Context: an optimization exercise on an open-source flow, tuned for small area and a short achievable clock period. The choices shown serve that exercise and are no tape-out recipe.
Function was checked by simulation only, so behaviour that the tests miss may differ from the original.
Power figures rest on the tool's default switching activity, not on a simulated workload.

<file path="flow/config.mk">
export PLATFORM = sky130hd
export DESIGN_NAME = MMU
export DESIGN_NICKNAME = MMU
export VERILOG_FILES = /design/flow/design.v
export SDC_FILE = /design/flow/constraint.sdc
export NUM_CORES = 4
export LEC_CHECK = 0
export CAP_MARGIN = 20
export CORE_MARGIN = 2
export CORE_UTILIZATION = 40
export SLEW_MARGIN = 20
</file>
<file path="flow/constraint.sdc">
create_clock -name core_clock -period 7.0 [get_ports {clk}]
set_input_delay 1.4000 -clock core_clock [delete_from_list [all_inputs] [get_ports {clk}]]
set_output_delay 1.4000 -clock core_clock [all_outputs]
set_load 0.01 [all_outputs]
</file>
<file path="flow/design.v">
`timescale 1ns / 1ns
module MAC #(parameter bit_width=8, acc_width=32)(
    clk,
    control,
    acc_in,     
    acc_out,    
    data_in,    
    wt_path_in,       
    data_out,  
    wt_path_out      
 );
   input clk;
   input control;  
   input [acc_width-1:0] acc_in;  
   input [bit_width-1:0] data_in;   
   input [bit_width-1:0] wt_path_in;    
   output reg [acc_width-1:0] acc_out;   
   output reg [bit_width-1:0] data_out;     
   output reg [bit_width-1:0] wt_path_out;       
   reg [bit_width-1:0] mac_weight;
   wire [acc_width-1:0] mlt;
   assign mlt = control ? 'h0 : data_in*mac_weight;
   always@(posedge clk) begin
      if (control) begin
         data_out    <= 'h0;
         acc_out     <= 'h0;
         mac_weight  <= wt_path_in;
         wt_path_out <= wt_path_in;
      end else begin
         data_out    <= data_in;
         acc_out     <= acc_in + mlt;
      end
   end
endmodule
`timescale 1ns / 1ns
module MMU#(parameter depth=4, bit_width=8, acc_width=32, size=4)
(
   clk,
   control,
   data_arr,
   wt_arr,
   acc_out
);
   input clk;
   input control; 
   input [(bit_width*depth)-1:0] data_arr;
   input [(bit_width*depth)-1:0] wt_arr;
   output reg [acc_width*size-1:0] acc_out;
   wire [(bit_width*depth)-1:0] mac_wt_in0, mac_wt_in1, mac_wt_in2, mac_wt_in3;
   wire [(bit_width*depth)-1:0] mac_wt_out0, mac_wt_out1, mac_wt_out2, mac_wt_out3;
   wire [(bit_width*depth)-1:0] mac_data_in0, mac_data_in1, mac_data_in2, mac_data_in3;
   wire [(bit_width*depth)-1:0] mac_data_out0, mac_data_out1, mac_data_out2, mac_data_out3;
   wire [acc_width*size-1:0] mac_acc_in0, mac_acc_in1, mac_acc_in2, mac_acc_in3;
   wire [acc_width*size-1:0] mac_acc_out0, mac_acc_out1, mac_acc_out2, mac_acc_out3;
   assign mac_acc_in0 = 'h0;
   assign mac_acc_in1 = mac_acc_out0;
   assign mac_acc_in2 = mac_acc_out1;
   assign mac_acc_in3 = mac_acc_out2;
   assign mac_data_in0 = control ? 'h0 : data_arr;  
   assign mac_data_in1 = mac_data_out0;
   assign mac_data_in2 = mac_data_out1;
   assign mac_data_in3 = mac_data_out2;
   assign mac_wt_in0 = control ? wt_arr : 'h0;
   assign mac_wt_in1 = control ? mac_wt_out0 : 'h0;
   assign mac_wt_in2 = control ? mac_wt_out1 : 'h0;
   assign mac_wt_in3 = control ? mac_wt_out2 : 'h0;
   MAC u_MAC11 (
      .clk         (clk),
      .control     (control),
      .data_in     (mac_data_in0[7:0]),
      .wt_path_in  (mac_wt_in0[7:0]),
      .acc_in      (mac_acc_in0[acc_width-1:0]),
      .data_out    (mac_data_out0[7:0]),
      .wt_path_out (mac_wt_out0[7:0]),
      .acc_out     (mac_acc_out0[acc_width-1:0])
   );
   MAC u_MAC12 (
      .clk         (clk),
      .control     (control),
      .data_in     (mac_data_in0[15:8]),
      .wt_path_in  (mac_wt_in1[7:0]),
      .acc_in      (mac_acc_in1[acc_width-1:0]),
      .data_out    (mac_data_out0[15:8]),
      .wt_path_out (mac_wt_out1[7:0]),
      .acc_out     (mac_acc_out1[acc_width-1:0])
   );
   MAC u_MAC13 (
      .clk         (clk),
      .control     (control),
      .data_in     (mac_data_in0[23:16]),
      .wt_path_in  (mac_wt_in2[7:0]),
      .acc_in      (mac_acc_in2[acc_width-1:0]),
      .data_out    (mac_data_out0[23:16]),
      .wt_path_out (mac_wt_out2[7:0]),
      .acc_out     (mac_acc_out2[acc_width-1:0])
   );
   MAC u_MAC14 (
      .clk         (clk),
      .control     (control),
      .data_in     (mac_data_in0[31:24]),
      .wt_path_in  (mac_wt_in3[7:0]),
      .acc_in      (mac_acc_in3[acc_width-1:0]),
      .data_out    (mac_data_out0[31:24]),
      .wt_path_out (mac_wt_out3[7:0]),
      .acc_out     (mac_acc_out3[acc_width-1:0])
   );
   MAC u_MAC21 (
      .clk         (clk),
      .control     (control),
      .data_in     (mac_data_in1[7:0]),
      .wt_path_in  (mac_wt_in0[15:8]),
      .acc_in      (mac_acc_in0[2*acc_width-1:acc_width]),
      .data_out    (mac_data_out1[7:0]),
      .wt_path_out (mac_wt_out0[15:8]),
      .acc_out     (mac_acc_out0[2*acc_width-1:acc_width])
   );
   MAC u_MAC22 (
      .clk         (clk),
      .control     (control),
      .data_in     (mac_data_in1[15:8]),
      .wt_path_in  (mac_wt_in1[15:8]),
      .acc_in      (mac_acc_in1[2*acc_width-1:acc_width]),
      .data_out    (mac_data_out1[15:8]),
      .wt_path_out (mac_wt_out1[15:8]),
      .acc_out     (mac_acc_out1[2*acc_width-1:acc_width])
   );
   MAC u_MAC23 (
      .clk         (clk),
      .control     (control),
      .data_in     (mac_data_in1[23:16]),
      .wt_path_in  (mac_wt_in2[15:8]),
      .acc_in      (mac_acc_in2[2*acc_width-1:acc_width]),
      .data_out    (mac_data_out1[23:16]),
      .wt_path_out (mac_wt_out2[15:8]),
      .acc_out     (mac_acc_out2[2*acc_width-1:acc_width])
   );
   MAC u_MAC24 (
      .clk         (clk),
      .control     (control),
      .data_in     (mac_data_in1[31:24]),
      .wt_path_in  (mac_wt_in3[15:8]),
      .acc_in      (mac_acc_in3[2*acc_width-1:acc_width]),
      .data_out    (mac_data_out1[31:24]),
      .wt_path_out (mac_wt_out3[15:8]),
      .acc_out     (mac_acc_out3[2*acc_width-1:acc_width])
   );
   MAC u_MAC31 (
      .clk         (clk),
      .control     (control),
      .data_in     (mac_data_in2[7:0]),
      .wt_path_in  (mac_wt_in0[23:16]),
      .acc_in      (mac_acc_in0[3*acc_width-1:2*acc_width]),
      .data_out    (mac_data_out2[7:0]),
      .wt_path_out (mac_wt_out0[23:16]),
      .acc_out     (mac_acc_out0[3*acc_width-1:2*acc_width])
   );
   MAC u_MAC32 (
      .clk         (clk),
      .control     (control),
      .data_in     (mac_data_in2[15:8]),
      .wt_path_in  (mac_wt_in1[23:16]),
      .acc_in      (mac_acc_in1[3*acc_width-1:2*acc_width]),
      .data_out    (mac_data_out2[15:8]),
      .wt_path_out (mac_wt_out1[23:16]),
      .acc_out     (mac_acc_out1[3*acc_width-1:2*acc_width])
   );
   MAC u_MAC33 (
      .clk         (clk),
      .control     (control),
      .data_in     (mac_data_in2[23:16]),
      .wt_path_in  (mac_wt_in2[23:16]),
      .acc_in      (mac_acc_in2[3*acc_width-1:2*acc_width]),
      .data_out    (mac_data_out2[23:16]),
      .wt_path_out (mac_wt_out2[23:16]),
      .acc_out     (mac_acc_out2[3*acc_width-1:2*acc_width])
   );
   MAC u_MAC34 (
      .clk         (clk),
      .control     (control),
      .data_in     (mac_data_in2[31:24]),
      .wt_path_in  (mac_wt_in3[23:16]),
      .acc_in      (mac_acc_in3[3*acc_width-1:2*acc_width]),
      .data_out    (mac_data_out2[31:24]),
      .wt_path_out (mac_wt_out3[23:16]),
      .acc_out     (mac_acc_out3[3*acc_width-1:2*acc_width])
   );
   MAC u_MAC41 (
      .clk         (clk),
      .control     (control),
      .data_in     (mac_data_in3[7:0]),
      .wt_path_in  (mac_wt_in0[31:24]),
      .acc_in      (mac_acc_in0[4*acc_width-1:3*acc_width]),
      .data_out    (mac_data_out3[7:0]),
      .wt_path_out (mac_wt_out0[31:24]),
      .acc_out     (mac_acc_out0[4*acc_width-1:3*acc_width])
   );
   MAC u_MAC42 (
      .clk         (clk),
      .control     (control),
      .data_in     (mac_data_in3[15:8]),
      .wt_path_in  (mac_wt_in1[31:24]),
      .acc_in      (mac_acc_in1[4*acc_width-1:3*acc_width]),
      .data_out    (mac_data_out3[15:8]),
      .wt_path_out (mac_wt_out1[31:24]),
      .acc_out     (mac_acc_out1[4*acc_width-1:3*acc_width])
   );
   MAC u_MAC43 (
      .clk         (clk),
      .control     (control),
      .data_in     (mac_data_in3[23:16]),
      .wt_path_in  (mac_wt_in2[31:24]),
      .acc_in      (mac_acc_in2[4*acc_width-1:3*acc_width]),
      .data_out    (mac_data_out3[23:16]),
      .wt_path_out (mac_wt_out2[31:24]),
      .acc_out     (mac_acc_out2[4*acc_width-1:3*acc_width])
   );
   MAC u_MAC44 (
      .clk         (clk),
      .control     (control),
      .data_in     (mac_data_in3[31:24]),
      .wt_path_in  (mac_wt_in3[31:24]),
      .acc_in      (mac_acc_in3[4*acc_width-1:3*acc_width]),
      .data_out    (mac_data_out3[31:24]),
      .wt_path_out (mac_wt_out3[31:24]),
      .acc_out     (mac_acc_out3[4*acc_width-1:3*acc_width])
   );
   always@(posedge clk) begin
      acc_out <= mac_acc_out3;
   end
endmodule
</file>
<file path="flow/run.sh">
#!/bin/bash
# synth_recipe.tcl (not shown) runs the flow's synth.tcl, then flattens the netlist and writes it again
# the make line also repeats each setting of config.mk as NAME=value (left out here)
make -C /OpenROAD-flow-scripts/flow DESIGN_CONFIG=/design/flow/config.mk WORK_HOME=/design/flow/orfs CLKGATE_MAP_FILE= SYNTH_SCRIPT=/design/flow/synth_recipe.tcl finish
</file>
==> summary.txt, run 1 <==
Total Die Area=around 150000 um^2; Area contributors post-synth=fa_1, ha_1, dfxtp_1, and2_1, edfxtp_1; FF+latch count, synth=580; final slew viol count=0; fin crit period=between 6 and 7 ns; initial drt markers=2242; final estimated routing congestion in global placement=around 0.86; Clock Skew=between 0.02 and 0.025 ns; H-tree levels=3; run status=timing/DRC/antenna clean; I/O pin total=roughly 190; core footprint=around 140000 um^2; Area Overhead vs Synth=11.68%; Synth Flop Type=dfxtp_1; antenna violations before repair=1; Slew @ Worst Pin=roughly 0.79 ns; CTS resizes=0; startpoint types=input pin; DR pass1 iterations=5; Crit path buffers/inverters=4; Vias/cell=roughly 5.0; final worst-path cycle share=0.9412; All-Layer GR Usage=0.1843; Worst-path clk slew=roughly 0.060 ns; WHS=0.3238 ns; Clock Tree Buf Depth=3; first-pass GRT wire length=~220 mm; Leak=between 0.03 and 0.04 uW; GRT Residual Overflow=0; final wirelength=about 130 mm; Post CTS Setup Buffer Count=0; via count=42965; Placement Setup Slack=-0.4519 ns; share of flip-flops with an asynchronous set or reset=0; DRC Markers=0; layout cells sized above 1=0.05071; PnR worst setup slack=just over 0.4 ns; Yosys top cell area share=0.2026; slowest cell on the critical path=fa_1; number of buffers created by CTS=71; detailed placement HPWL=roughly 110 mm; delay-heaviest family, CP=adder cells; MaxCap Viol Count=0; EDFF count, synth=128; Critical Path RT=approximately 7.6 ns; wire per inst=15.63 um; Max IR drop VDD=around 0.17 mV; Rel. slew slack=0.4712; Post-Synthesis Cell Area=about 58000 um^2; Hold Fails Final Rpt=0; worst path cell trace=clkdlybuf4s50_1 > nor2b_2 > nand2_1 > fa_1 > fa_1 > inv_1 > fa_1 > inv_1 > fa_1 > inv_1 > ha_1 > or3_1 > o21bai_1 > a21oi_1 > xor2_1 > nor2_1 > ha_1 > nand2_1 > nor2_1 > a211oi_1 > o21ai_1 > a311oi_2 > mux2_2; count leader, synth=inv_1; Filler cells=about 14000; Yosys top cell by area=fa_1; PortBufs=around 140; Hold Path Class=flip-flop to flip-flop; Synth Area per Inst=between 9 and 10 um^2; Synth Instances=approximately 6400; Fmax achieved=0.1518 GHz; NumNets Final=roughly 8000; CTS tree=built; DRT antenna net count=0; CP Capture Type=flip-flop; pwr/cell area=191.8 nW/um^2; commonest cells in the netlist=inv_1, ha_1, and2_1; vias in the first global route=roughly 44000; CP Class=input pin to flip-flop; sequential share of the synthesized area=0.2218; Sink Count=580; die width=385.2 um; clock latency (worst-skew pair)=0.67 ns; CP Max Fanout=5; distinct cell type count after synthesis=just over 70; Die Ht=385.2 um; Worst Path Arrival=between 7 and 8 ns; Yosys Warn Count=2; largest net degree at the start of global routing=approximately 160; CP dominant cell by count=fa_1; final setup vio count=0; clock root cell=clkbuf_16; Initial Utilization=0.4040; count of standard-cell rows=between 100 and 150; cts hold-fix bufs=0; Largest stage delay, worst path=about 0.55 ns
## report_power, final
part / internal [uW] / leakage, uW / switching, uW / total (uW)
clock: 2230 / 0.00121 / 1600 / 3830
combinational: 2000 / 0.0256 / 2430 / 4430
sequential: 3830 / 0.00495 / 363 / 4190
total: 8060 / 0.0318 / 4390 / 12400
## flip-flops by register name (all words and copies together), names as in the netlist, 18 cells and up
| signal | cells |
|---|---|
| u_MAC14.acc_out | 19 |
| u_MAC34.acc_out | 19 |
| u_MAC13.acc_out | 18 |
| u_MAC33.acc_out | 18 |
| u_MAC43.acc_out | 18 |
| u_MAC23.acc_out | 18 |
| u_MAC24.acc_out | 19 |
| acc_out | 76 |
| u_MAC44.acc_out | 19 |
## path summary, 6_finish.rpt
check	startpoint	to	slack (ns)	cells past startpoint
worst max register to register	u_MAC34.mac_weight[2]$_DFFE_PP_	u_MAC34.acc_out[17]$_SDFF_PP0_	0.69	22
worst min-delay path	u_MAC44.acc_out[12]$_SDFF_PP0_	acc_out[108]$_DFF_P_	0.32	0
worst max-delay path	data_arr[28]	u_MAC14.acc_out[16]$_SDFF_PP0_	0.41	23
worst min register to register	u_MAC44.acc_out[12]$_SDFF_PP0_	acc_out[108]$_DFF_P_	0.32	0
## layout by cell type, fill, tap and decap left out, types with 29 or more instances in the layout
cell	Yosys	layout
a211oi_1	99	99
a21o_1	123	123
a21oi_1	209	209
a31oi_1	34	34
and2_1	649	649
and3_1	29	29
buf_4	52	154
clkbuf_16	0	79
clkdlybuf4s50_1	0	140
conb_1	1	52
dfxtp_1	452	452
edfxtp_1	128	128
fa_1	588	588
ha_1	768	768
inv_1	873	873
nand2_1	519	519
nand4_1	39	39
nor2_1	420	420
nor2b_1	228	223
nor3_1	102	102
o211ai_1	35	35
o21a_1	64	64
o21ai_0	182	182
o21bai_1	42	42
xnor2_1	137	137
xor2_1	90	90
## metal layers
| layer | GRT usage | share of wire | vias to the layer above |
|---|---|---|---|
| met5 | 0 | 0 | - |
| met2 | 0.3024 | 0.45 | 728 |
| li1 | - | - | 21284 |
| met4 | 0.04499 | 0.017 | 0 |
| met3 | 0.01994 | 0.040 | 139 |
| met1 | 0.2591 | 0.49 | 20814 |
## layout make-up
type	instances	area, um^2	share of cell area
flip-flops and latches	580	12890	0.1987
inverters	874	3283	0.05059
clock buffers	90	2058	0.03171
well taps	1903	2381	0.03669
repair buffers	299	2653	0.04087
clock inverters	40	375.4	0.005784
diodes	1	2.502	0.00003856
multi-input cells	4763	41250	0.6357
## logic make-up (layout without fill, tap and decap cells)
kind of cell / count (synthesis) / in the layout / share of synthesized area
other: 1 / 53 / 0.00006453
AND/OR/NAND/NOR: 2120 / 2120 / 0.1861
multiplexers: 37 / 37 / 0.006976
buffers and inverters: 1059 / 1303 / 0.07187
AO/OA/AOI/OAI: 971 / 971 / 0.1110
flip-flops: 580 / 580 / 0.2218
XOR/XNOR: 227 / 227 / 0.03421
adder cells (fa/ha/maj): 1356 / 1356 / 0.3679
## metrics by stage
step,utilization,cell area (um^2),instances,TNS (ns),power [uW]
final,0.4512,64900,8550,0,12450
after global routing,0.4512,64900,8549,-0.05274,13360
after CTS,0.4511,64880,8549,0,12610
after detailed placement,0.4342,62440,8419,-2.777,8667
after global placement,0.4342,62440,8419,-2.128,8617
after floorplan,-,58310,6402,0,7170
==> inputs of run 2 (changes only) <==
==> flow/design.v (replaced) <==
`timescale 1ns / 1ns
module MAC #(parameter IW = 16, OW = 16)(
   input               clk,
   input               ld,       
   input               clr,      
   input               en,       
   input      [7:0]    x,
   input      [7:0]    wt_in,
   input      [IW-1:0] acc_in,
   output reg [7:0]    wt_out,
   output reg [OW-1:0] acc_out
);
   wire [7:0]    xg = (en && !clr) ? x : 8'h00;
   wire [IW-1:0] sg = clr ? {IW{1'b0}} : acc_in;
   always @(posedge clk) begin
      if (ld) wt_out <= wt_in;
      acc_out <= sg + xg * wt_out;
   end
endmodule
`timescale 1ns / 1ns
module MMU #(parameter depth=4, bit_width=8, acc_width=32, size=4)
(
   input          clk,
   input          control,
   input  [31:0]  data_arr,
   input  [31:0]  wt_arr,
   output [127:0] acc_out
);
   reg        c1;           
   reg [31:0] d1;           
   reg [31:0] dn [0:2];     
   reg [2:0]  vn;           
   always @(posedge clk) begin
      c1    <= control;
      d1    <= data_arr;
      dn[0] <= d1;
      dn[1] <= dn[0];
      dn[2] <= dn[1];
      vn    <= {vn[1:0], 1'b1} & {3{~c1}};
   end
   wire [7:0]  w  [0:3][0:4];
   wire [17:0] a  [0:3][0:4];
   genvar r, c;
   generate
      for (r = 0; r < 4; r = r + 1) begin : row
         wire [31:0] xr = (r == 0) ? d1 : dn[r-1];
         wire        er = (r == 0) ? 1'b1 : vn[r-1];
         assign w[r][0] = wt_arr[8*r +: 8];
         assign a[r][0] = 18'd0;
         for (c = 0; c < 4; c = c + 1) begin : col
            localparam IW = (c == 0) ? 1 : (c == 1) ? 16 : (c == 2) ? 17 : 18;
            localparam OW = (c == 0) ? 16 : (c == 1) ? 17 : 18;
            wire [OW-1:0] ao;
            MAC #(.IW(IW), .OW(OW)) u_mac (
               .clk     (clk),
               .ld      (control),
               .clr     (c1),
               .en      (er),
               .x       (xr[8*c +: 8]),
               .wt_in   (w[r][c]),
               .acc_in  (a[r][c][IW-1:0]),
               .wt_out  (w[r][c+1]),
               .acc_out (ao)
            );
            assign a[r][c+1] = {{(18-OW){1'b0}}, ao};
         end
         assign acc_out[32*r +: 32] = {14'd0, a[r][4]};
      end
   endgenerate
endmodule
==> run 2 against run 1 <==
Against the previous run: via count decreased by 4.4%; core utilization down 0.80 points; synthesized cell count decreased by 6.6%; cell area fell by 5.1%; sequential share of layout area shrank 0.37 points; total power down 7.6%; worst hold slack gained 0.014 ns; largest power group is now registers; global-route usage up 0.31 points; routed wire length fell by 1.8%; still clean.
==> summary.txt, run 2 <==
distinct cell type count after synthesis=between 80 and 90; DRC Markers=0; Hold Fails Final Rpt=0; commonest cells in the netlist=inv_1, ha_1, and3_1; DRT antenna net count=0; Hold Path Class=flip-flop to flip-flop; WHS Endpoint=dn[0][13]$_DFF_P_; CP dominant cell by count=fa_1; CP Class=flip-flop to flip-flop; final estimated routing congestion in global placement=0.8586; final slew viol count=0; RSZ-0062 raised after global routing=false; Worst R2R Start=c1$_DFF_P_; vias in the first global route=42148; Worst Hold Launch=d1[13]$_DFF_P_; PnR worst setup slack=~0.45 ns; DP Area=around 59000 um^2; run status=timing/DRC/antenna clean; Fmax achieved=between 0.15 and 0.2 GHz; final setup vio count=0; worst path cell trace=nor2b_4 > buf_12 > buf_4 > nand3_1 > fa_1 > fa_1 > inv_1 > fa_1 > inv_1 > fa_1 > inv_1 > ha_1 > nand2_1 > o211ai_1 > a31oi_1 > xnor2_1 > ha_1 > a41o_1 > a21oi_1 > nor2b_1 > a31o_2 > o41ai_4 > o21ai_0; Yosys Warn Count=7; largest net degree at the start of global routing=77; share of flip-flops with an asynchronous set or reset=0; most flop-heavy register=row.col.u_mac.acc_out; pwr/cell area=between 150 and 200 nW/um^2; Post CTS Setup Buffer Count=0; Die Ht=between 300 and 400 um; Worst-path clk slew=0.06 ns; die width=approximately 380 um; core footprint=between 100000 and 150000 um^2; H-tree levels=3; initial drt markers=between 2000 and 2500; MaxCap Viol Count=0; Yosys top cell area share=0.2107; Synth Area per Inst=9.413 um^2; I/O pin total=194; Post-Synthesis Cell Area=approximately 56000 um^2; final worst-path cycle share=0.9360; Yosys top cell by area=fa_1; Largest register FFs=approximately 280; wire per inst=between 15 and 20 um; All-Layer GR Usage=0.1874; startpoint types=flip-flop; FF+latch count, synth=about 540; Slew @ Worst Pin=about 0.93 ns; via count=41084; final core utilization=0.4432; Leak=around 0.033 uW; GRT Residual Overflow=0; Largest regs=row.col.u_mac.acc_out (276), row.col.u_mac.wt_out (128), dn (96); Worst Path Arrival=a little over 7 ns; antenna violations before repair=7; PortBufs=roughly 140; count leader, synth=inv_1; setup_tns=0 ns; Critical Path RT=roughly 7.5 ns; Synth Instances=roughly 6000; first-pass GRT wire length=between 200 and 250 mm; Largest stage delay, worst path=0.54 ns; worst r2r dst=row[1].col[2].u_mac.acc_out[17]$_DFF_P_; Vias/cell=just over 5; reg2reg path depth=23; CTS tree=built; Total Die Area=between 100000 and 150000 um^2; fin crit period=around 6.6 ns; most common cell after layout, fill and taps aside=inv_1; slowest cell on the critical path=fa_1; NumNets Final=around 7500; Synth Flop Type=dfxtp_1; clock root cell=clkbuf_16; Rel. slew slack=0.3744; CP Capture Type=flip-flop; layout cells sized above 1=0.03328; sequential share of the synthesized area=0.2150; detailed placement HPWL=105.3 mm; EDFF count, synth=~130; WHS Path Cells=0; Clock Skew=0.02711 ns; Max IR drop VDD=0.1882 mV; Area contributors post-synth=fa_1, ha_1, dfxtp_1, edfxtp_1, and3_1; Initial Utilization=0.4018; post-route cell area=61620 um^2; reg-to-reg slack, setup=roughly 0.45 ns; Clock Tree Buf Depth=3; Area Overhead vs Synth=10.32%; DR pass1 iterations=5; WHS=0.3381 ns; CP Max Fanout=between 40 and 50; Placement Setup Slack=0.3509 ns; most frequent cells in the layout=inv_1, ha_1, and3_1; final wirelength=roughly 130 mm; number of buffers created by CTS=68; count of standard-cell rows=around 140; Sink Count=approximately 540; clock latency (worst-skew pair)=approximately 0.7 ns
==> run 2: cell count changes after synthesis, moves of 58 or more <==
cell	before	now
a21oi_1	209	267
nand2_1	519	292
and3_1	29	590
nor2_1	420	185
xnor2_1	137	242
o21ai_0	182	119
nand3_1	22	200
a211oi_1	99	28
and2_1	649	175
==> run 2: per-layer routing <==
metal,wire (um),part of all wire,vias up,global-route usage
li1,-,-,19964,-
met5,13,0.000099,-,0
met3,5876,0.045,155,0.02431
met2,64310,0.49,777,0.3279
met1,58400,0.45,20186,0.2415
met4,2619,0.020,2,0.05125
==> run 2: final cells by class <==
type / instances / area, um^2
timing repair buffer: 165 / 1640
sequential: 536 / 12020
clock buffer: 93 / 2004
tap: 1876 / 2347
antenna: 1 / 2.502
inverter: 870 / 3266
multi-input combinational: 4403 / 39930
clock inverter: 33 / 411.6
fill: 13518 / 77400
==> run 2: report_power, final <==
group	leakage [uW]	total, uW	internal, uW	switching [uW]
registers	0.00465	3970	3650	322
logic	0.0267	3780	1720	2070
clock network	0.00117	3750	2260	1490
==> run 2: worst max-delay path: cells and delay by family (launching register included) <==
family | cells | cell delay [ns]
adders and majority gates | 6 | 2.71
buffers and inverters | 5 | 0.73
and+or+nand+nor | 4 | 0.79
xor gates and xnor gates | 1 | 0.27
AOI/OAI and AO/OA | 7 | 1.39
DFF | 1 | 0.47
==> run 2: stage by stage <==
| stage | power, uW | cells |
|---|---|---|
| detailed placement | 7832 | 7849 |
| floorplan | 6678 | 5989 |
| finish | 11500 | 7977 |
| CTS | 11660 | 7975 |
| global placement | 7780 | 7849 |
| global route | 12290 | 7976 |
==> run 2: logic make-up (layout without fill, tap and decap cells) <==
logic type      count (synthesis)  after routing  synth area share
buf+inv                      1051           1161           0.07439
other cells                     1             57        0.00006714
compound gates                780            780           0.09205
flops                         536            536            0.2150
xor+xnor                      324            324           0.05081
fa+ha+maj                    1356           1356            0.3828
simple gates                 1882           1883            0.1841
mux                             4              4         0.0007840
==> run 2: how the worst max path moves through the flow <==
stage,start,end,slack (ns),cells past startpoint
4_1_cts,c1$_DFF_P_,row[2].col[1].u_mac.acc_out[15]$_DFF_P_,0.30,25
3_3_place_gp,c1$_DFF_P_,row[2].col[3].u_mac.acc_out[17]$_DFF_P_,0.43,23
6_report,c1$_DFF_P_,row[1].col[2].u_mac.acc_out[17]$_DFF_P_,0.45,23
2_1_floorplan,c1$_DFF_P_,row[1].col[3].u_mac.acc_out[17]$_DFF_P_,0.65,27
5_1_grt,c1$_DFF_P_,row[2].col[2].u_mac.acc_out[16]$_DFF_P_,0.02,24
3_5_place_dp,c1$_DFF_P_,row[2].col[3].u_mac.acc_out[17]$_DFF_P_,0.35,23
==> run 2: timing repair <==
action / 4_1_cts / 5_1_grt
gates resized for setup: 0 / 2
hold buffers: 0 / 0
setup endpoints to repair: 0 / 7

-- port drivers added, routing unchanged --
The flow's constraints put no driver on any port. The routed layouts listed below were extracted and timed again, unchanged, in two steps.
Step 1 assumes that a clkbuf_16 drives the clock port and a buf_2 every other input.
Step 2 times the ports against the registers' clock, not the clock port: input delays grow and output delays shrink by t, the midpoint of the rising clock arrivals with the driver on.
Slacks: ideal / step 1 / step 2; pairs: ideal / step 1.
run	t, ns	setup slack, ns	latest minus earliest clock arrival (ns)	slew at the worst register clock pin (ns)	worst slew at a driven data input, ns
run 1	0.732	0.411 / 0.463 / -0.268	0.028 / 0.029	0.07 / 0.07	0.06
run 2	0.738	0.448 / 0.448 / 0.448	0.033 / 0.033	0.07 / 0.07	0.09
With both steps, setup timing fails in run 1, where it was met with ideal ports. The setup slack of run 1, which loses most, moves by +0.052 ns with the drivers and by -0.679 ns with both steps.
